Source: an optimization exercise on an open RTL-to-GDS flow (aim: small area and a short achievable clock period). Production flows keep margins and buffers that such runs may drop. Function was checked by simulation only, so behaviour that the tests miss may differ from the original.

==> inputs of run a <==
Design rat_round, start of the top module:
module rat_round #(parameter WIDTH=32) (
        input clk,
        input rst,
        input [WIDTH-1:0] in_num,
        input [WIDTH-1:0] in_den,
        output wire [WIDTH-1:0] out_num,
        output wire [WIDTH-1:0] out_den,
        output wire rdy
    );
    reg rdy_a, rdy_b, rdy_c;
    always @(posedge clk) begin
        if (rst) begin
            rdy_a <= 1'b0;
            rdy_b <= 1'b0;
            rdy_c <= 1'b0;
        end else begin
            rdy_a <= 1'b1;
            rdy_b <= rdy_a;
            rdy_c <= rdy_b;
        end
    end
    assign rdy = rdy_c;
    assign out_den = 1;
    wire        neg = in_den[31];
    wire [31:0] n0 = neg ? -in_num : in_num;
    wire [31:0] d0 = neg ? -in_den : in_den;
    wire [0:0] x31 = n0[31];
    wire r31_g0 = ~x31[0] & d0[0];
    wire r31_e0 = ~(x31[0] ^ d0[0]);
    wire q31 = ~r31_g0 & ~|d0[31:1];
    wire [0:0] p31;
    assign p31[0] = q31 ? (r31_e0 ~^ 1'b0) : x31[0];
    wire [31:31] qq31 = q31;
    wire [1:0] x30 = {p31, n0[30]};
    wire r30_g0 = ~x30[0] & d0[0];
    wire r30_e0 = ~(x30[0] ^ d0[0]);
    wire r30_g1 = ~x30[1] & d0[1];
    wire r30_e1 = ~(x30[1] ^ d0[1]);
    wire r30g_1 = r30_g1 | (r30_e1 & r30_g0);
    wire r30p_2 = r30_e1 & r30_e0;
    wire q30 = ~r30g_1 & ~|d0[31:2];
    wire [1:0] p30;
    assign p30[0] = q30 ? (r30_e0 ~^ 1'b0) : x30[0];
    assign p30[1] = q30 ? (r30_e1 ~^ r30_g0) : x30[1];
    wire [31:30] qq30 = {qq31, q30};
    wire [2:0] x29 = {p30, n0[29]};
    wire r29_g0 = ~x29[0] & d0[0];
    wire r29_e0 = ~(x29[0] ^ d0[0]);
    wire r29_g1 = ~x29[1] & d0[1];
    wire r29_e1 = ~(x29[1] ^ d0[1]);
    wire r29_g2 = ~x29[2] & d0[2];
    wire r29_e2 = ~(x29[2] ^ d0[2]);
    wire r29g_3 = r29_g1 | (r29_e1 & r29_g0);
    wire r29p_4 = r29_e1 & r29_e0;
    wire r29g_5 = r29_g2 | (r29_e2 & r29g_3);
    wire r29p_6 = r29_e2 & r29p_4;
    wire q29 = ~r29g_5 & ~|d0[31:3];
    wire [2:0] p29;
    assign p29[0] = q29 ? (r29_e0 ~^ 1'b0) : x29[0];
    assign p29[1] = q29 ? (r29_e1 ~^ r29_g0) : x29[1];
  ...
==> flow/config.mk <==
export PLATFORM = sky130hd
export DESIGN_NAME = rat_round
export DESIGN_NICKNAME = rat_round
export VERILOG_FILES = /design/flow/design.v
export SDC_FILE = /design/flow/constraint.sdc
export NUM_CORES = 4
export LEC_CHECK = 0
export ABC_AREA = 1
export CAP_MARGIN = 20
export CORE_MARGIN = 2
export CORE_UTILIZATION = 40
export SLEW_MARGIN = 80
==> flow/constraint.sdc <==
create_clock -name core_clock -period 72.0 [get_ports {clk}]
set_input_delay 14.4000 -clock core_clock [delete_from_list [all_inputs] [get_ports {clk}]]
set_output_delay 14.4000 -clock core_clock [all_outputs]
set_load 0.01 [all_outputs]
run.sh (not shown) runs the stock make flow with config.mk's settings and CLKGATE_MAP_FILE= SYNTH_SCRIPT=/design/flow/synth_recipe.tcl, a recipe that flattens the netlist after the stock synthesis.
==> run b: changes against run a <==
--- a/flow/design.v
+++ b/flow/design.v
@@ -146,38 +146,27 @@
     assign p26[1] = q26 ? (r26_e1 ~^ r26_g0) : x26[1];
     assign p26[2] = q26 ? (r26_e2 ~^ r26g_25) : x26[2];
     assign p26[3] = q26 ? (r26_e3 ~^ r26g_31) : x26[3];
     assign p26[4] = q26 ? (r26_e4 ~^ r26g_33) : x26[4];
     assign p26[5] = q26 ? (r26_e5 ~^ r26g_35) : x26[5];
     wire [31:26] qq26 = {qq27, q26};
-    reg [5:0] a_p;
-    reg [31:26] a_q;
-    reg [25:0] a_n;
-    reg [31:0] a_d;
-    always @(posedge clk) begin
-        a_p <= p26;
-        a_q <= qq26;
-        a_n <= n0[25:0];
-        a_d <= d0;
-    end
-    wire [31:0] a_nx = {6'b0, a_n};
-    wire [6:0] x25 = {a_p, a_nx[25]};
-    wire r25_g0 = ~x25[0] & a_d[0];
-    wire r25_e0 = ~(x25[0] ^ a_d[0]);
-    wire r25_g1 = ~x25[1] & a_d[1];
-    wire r25_e1 = ~(x25[1] ^ a_d[1]);
-    wire r25_g2 = ~x25[2] & a_d[2];
-    wire r25_e2 = ~(x25[2] ^ a_d[2]);
-    wire r25_g3 = ~x25[3] & a_d[3];
-    wire r25_e3 = ~(x25[3] ^ a_d[3]);
-    wire r25_g4 = ~x25[4] & a_d[4];
-    wire r25_e4 = ~(x25[4] ^ a_d[4]);
-    wire r25_g5 = ~x25[5] & a_d[5];
-    wire r25_e5 = ~(x25[5] ^ a_d[5]);
-    wire r25_g6 = ~x25[6] & a_d[6];
-    wire r25_e6 = ~(x25[6] ^ a_d[6]);
+    wire [6:0] x25 = {p26, n0[25]};
+    wire r25_g0 = ~x25[0] & d0[0];
+    wire r25_e0 = ~(x25[0] ^ d0[0]);
+    wire r25_g1 = ~x25[1] & d0[1];
+    wire r25_e1 = ~(x25[1] ^ d0[1]);
+    wire r25_g2 = ~x25[2] & d0[2];
+    wire r25_e2 = ~(x25[2] ^ d0[2]);
+    wire r25_g3 = ~x25[3] & d0[3];
+    wire r25_e3 = ~(x25[3] ^ d0[3]);
+    wire r25_g4 = ~x25[4] & d0[4];
+    wire r25_e4 = ~(x25[4] ^ d0[4]);
+    wire r25_g5 = ~x25[5] & d0[5];
+    wire r25_e5 = ~(x25[5] ^ d0[5]);
+    wire r25_g6 = ~x25[6] & d0[6];
+    wire r25_e6 = ~(x25[6] ^ d0[6]);
     wire r25g_39 = r25_g1 | (r25_e1 & r25_g0);
     wire r25p_40 = r25_e1 & r25_e0;
     wire r25g_41 = r25_g3 | (r25_e3 & r25_g2);
     wire r25p_42 = r25_e3 & r25_e2;
     wire r25g_43 = r25_g5 | (r25_e5 & r25_g4);
     wire r25p_44 = r25_e5 & r25_e4;
@@ -190,23 +179,34 @@
     wire r25g_51 = r25_g4 | (r25_e4 & r25g_47);
     wire r25p_52 = r25_e4 & r25p_48;
     wire r25g_53 = r25g_43 | (r25p_44 & r25g_47);
     wire r25p_54 = r25p_44 & r25p_48;
     wire r25g_55 = r25g_49 | (r25p_50 & r25g_47);
     wire r25p_56 = r25p_50 & r25p_48;
-    wire q25 = ~r25g_55 & ~|a_d[31:7];
+    wire q25 = ~r25g_55 & ~|d0[31:7];
     wire [6:0] p25;
     assign p25[0] = q25 ? (r25_e0 ~^ 1'b0) : x25[0];
     assign p25[1] = q25 ? (r25_e1 ~^ r25_g0) : x25[1];
     assign p25[2] = q25 ? (r25_e2 ~^ r25g_39) : x25[2];
     assign p25[3] = q25 ? (r25_e3 ~^ r25g_45) : x25[3];
     assign p25[4] = q25 ? (r25_e4 ~^ r25g_47) : x25[4];
     assign p25[5] = q25 ? (r25_e5 ~^ r25g_51) : x25[5];
     assign p25[6] = q25 ? (r25_e6 ~^ r25g_53) : x25[6];
-    wire [31:25] qq25 = {a_q, q25};
-    wire [7:0] x24 = {p25, a_nx[24]};
+    wire [31:25] qq25 = {qq26, q25};
+    reg [6:0] a_p;
+    reg [31:25] a_q;
+    reg [24:0] a_n;
+    reg [31:0] a_d;
+    always @(posedge clk) begin
+        a_p <= p25;
+        a_q <= qq25;
+        a_n <= n0[24:0];
+        a_d <= d0;
+    end
+    wire [31:0] a_nx = {7'b0, a_n};
+    wire [7:0] x24 = {a_p, a_nx[24]};
     wire r24_g0 = ~x24[0] & a_d[0];
     wire r24_e0 = ~(x24[0] ^ a_d[0]);
     wire r24_g1 = ~x24[1] & a_d[1];
     wire r24_e1 = ~(x24[1] ^ a_d[1]);
     wire r24_g2 = ~x24[2] & a_d[2];
     wire r24_e2 = ~(x24[2] ^ a_d[2]);
@@ -251,13 +251,13 @@
     assign p24[2] = q24 ? (r24_e2 ~^ r24g_57) : x24[2];
     assign p24[3] = q24 ? (r24_e3 ~^ r24g_65) : x24[3];
     assign p24[4] = q24 ? (r24_e4 ~^ r24g_67) : x24[4];
     assign p24[5] = q24 ? (r24_e5 ~^ r24g_73) : x24[5];
     assign p24[6] = q24 ? (r24_e6 ~^ r24g_75) : x24[6];
     assign p24[7] = q24 ? (r24_e7 ~^ r24g_77) : x24[7];
-    wire [31:24] qq24 = {qq25, q24};
+    wire [31:24] qq24 = {a_q, q24};
     wire [8:0] x23 = {p24, a_nx[23]};
     wire r23_g0 = ~x23[0] & a_d[0];
     wire r23_e0 = ~(x23[0] ^ a_d[0]);
     wire r23_g1 = ~x23[1] & a_d[1];
     wire r23_e1 = ~(x23[1] ^ a_d[1]);
     wire r23_g2 = ~x23[2] & a_d[2];
--- a/flow/config.mk
+++ b/flow/config.mk
@@ -5,8 +5,11 @@
 export SDC_FILE = /design/flow/constraint.sdc
 export NUM_CORES = 4
 export LEC_CHECK = 0
 export ABC_AREA = 1
 export CAP_MARGIN = 20
 export CORE_MARGIN = 2
-export CORE_UTILIZATION = 40
+export CORE_UTILIZATION = 60
+export CTS_BUF_LIST = sky130_fd_sc_hd__clkbuf_4 sky130_fd_sc_hd__clkbuf_8
+export GPL_ROUTABILITY_DRIVEN = 0
+export PLACE_DENSITY = 0.85
 export SLEW_MARGIN = 80
==> run c: changes against run a <==
--- a/flow/config.mk
+++ b/flow/config.mk
@@ -6,7 +6,7 @@
 export NUM_CORES = 4
 export LEC_CHECK = 0
 export ABC_AREA = 1
 export CAP_MARGIN = 20
 export CORE_MARGIN = 2
 export CORE_UTILIZATION = 40
-export SLEW_MARGIN = 80
+export SLEW_MARGIN = 20
==> out/qor.yml <==
run_status:
  run_status: "timing/DRC/antenna clean"
placement:
  pre_cts_ws_ns: 45.03
global_route:
  grt_max_degree: 55
  grt_pass1_wl_um: 172100
-- figures above: run b

==> out/qor.yml <==
run_status:
  run_status: "timing/DRC/antenna clean"
global_route:
  grt_pass1_wl_um: 175200
  grt_max_degree: 40
  grt_antenna_before_repair: 1
timing:
  fmax_mhz: 36.56
placement:
  pre_cts_ws_ns: 44.79
power_and_ir_drop:
  power.switching_w: 0.0006271
-- figures above: run a

==> out/qor.yml <==
routing:
  drt-pass1-iter-count: 5
run_status:
  run_status: "timing/DRC/antenna clean"
placement:
  pre_cts_ws_ns: 41.53
global_route:
  grt_max_degree: 58
  grt_pass1_wl_um: 173200
-- figures above: run c

## re-timing with driven ports
No port has a modelled driver above. Below, the same layouts with a new extraction and two added sets of constraints. Step 1 sets driving cells, clkbuf_16 on the clock port and buf_2 on the other inputs (assumed; they add their load-dependent delay and slew). Step 2 also shifts input and output timing later by t, the mid clock arrival at the registers, as if the neighbouring blocks saw the same clock. Three values: ideal, step 1, step 2; two values: the first two.
| run | t, ns | setup WS [ns] | worst setup path after step 2 | worst slew at a driven data input, ns | cell pins on the clock port's net |
|---|---|---|---|---|---|
| run a | 0.641 | 44.651 / 44.651 / 44.651 | register to register | 0.07 | 1 |
| run b | 0.698 | 45.226 / 45.168 / 44.901 | input to register | 0.07 | 1 |
| run c | 0.637 | 41.336 / 41.336 / 41.336 | register to register | 0.07 | 1 |
After both steps setup and hold are still met in every run listed. The setup slack of run b, which loses most, moves by -0.058 ns with the drivers and by -0.325 ns with both steps.
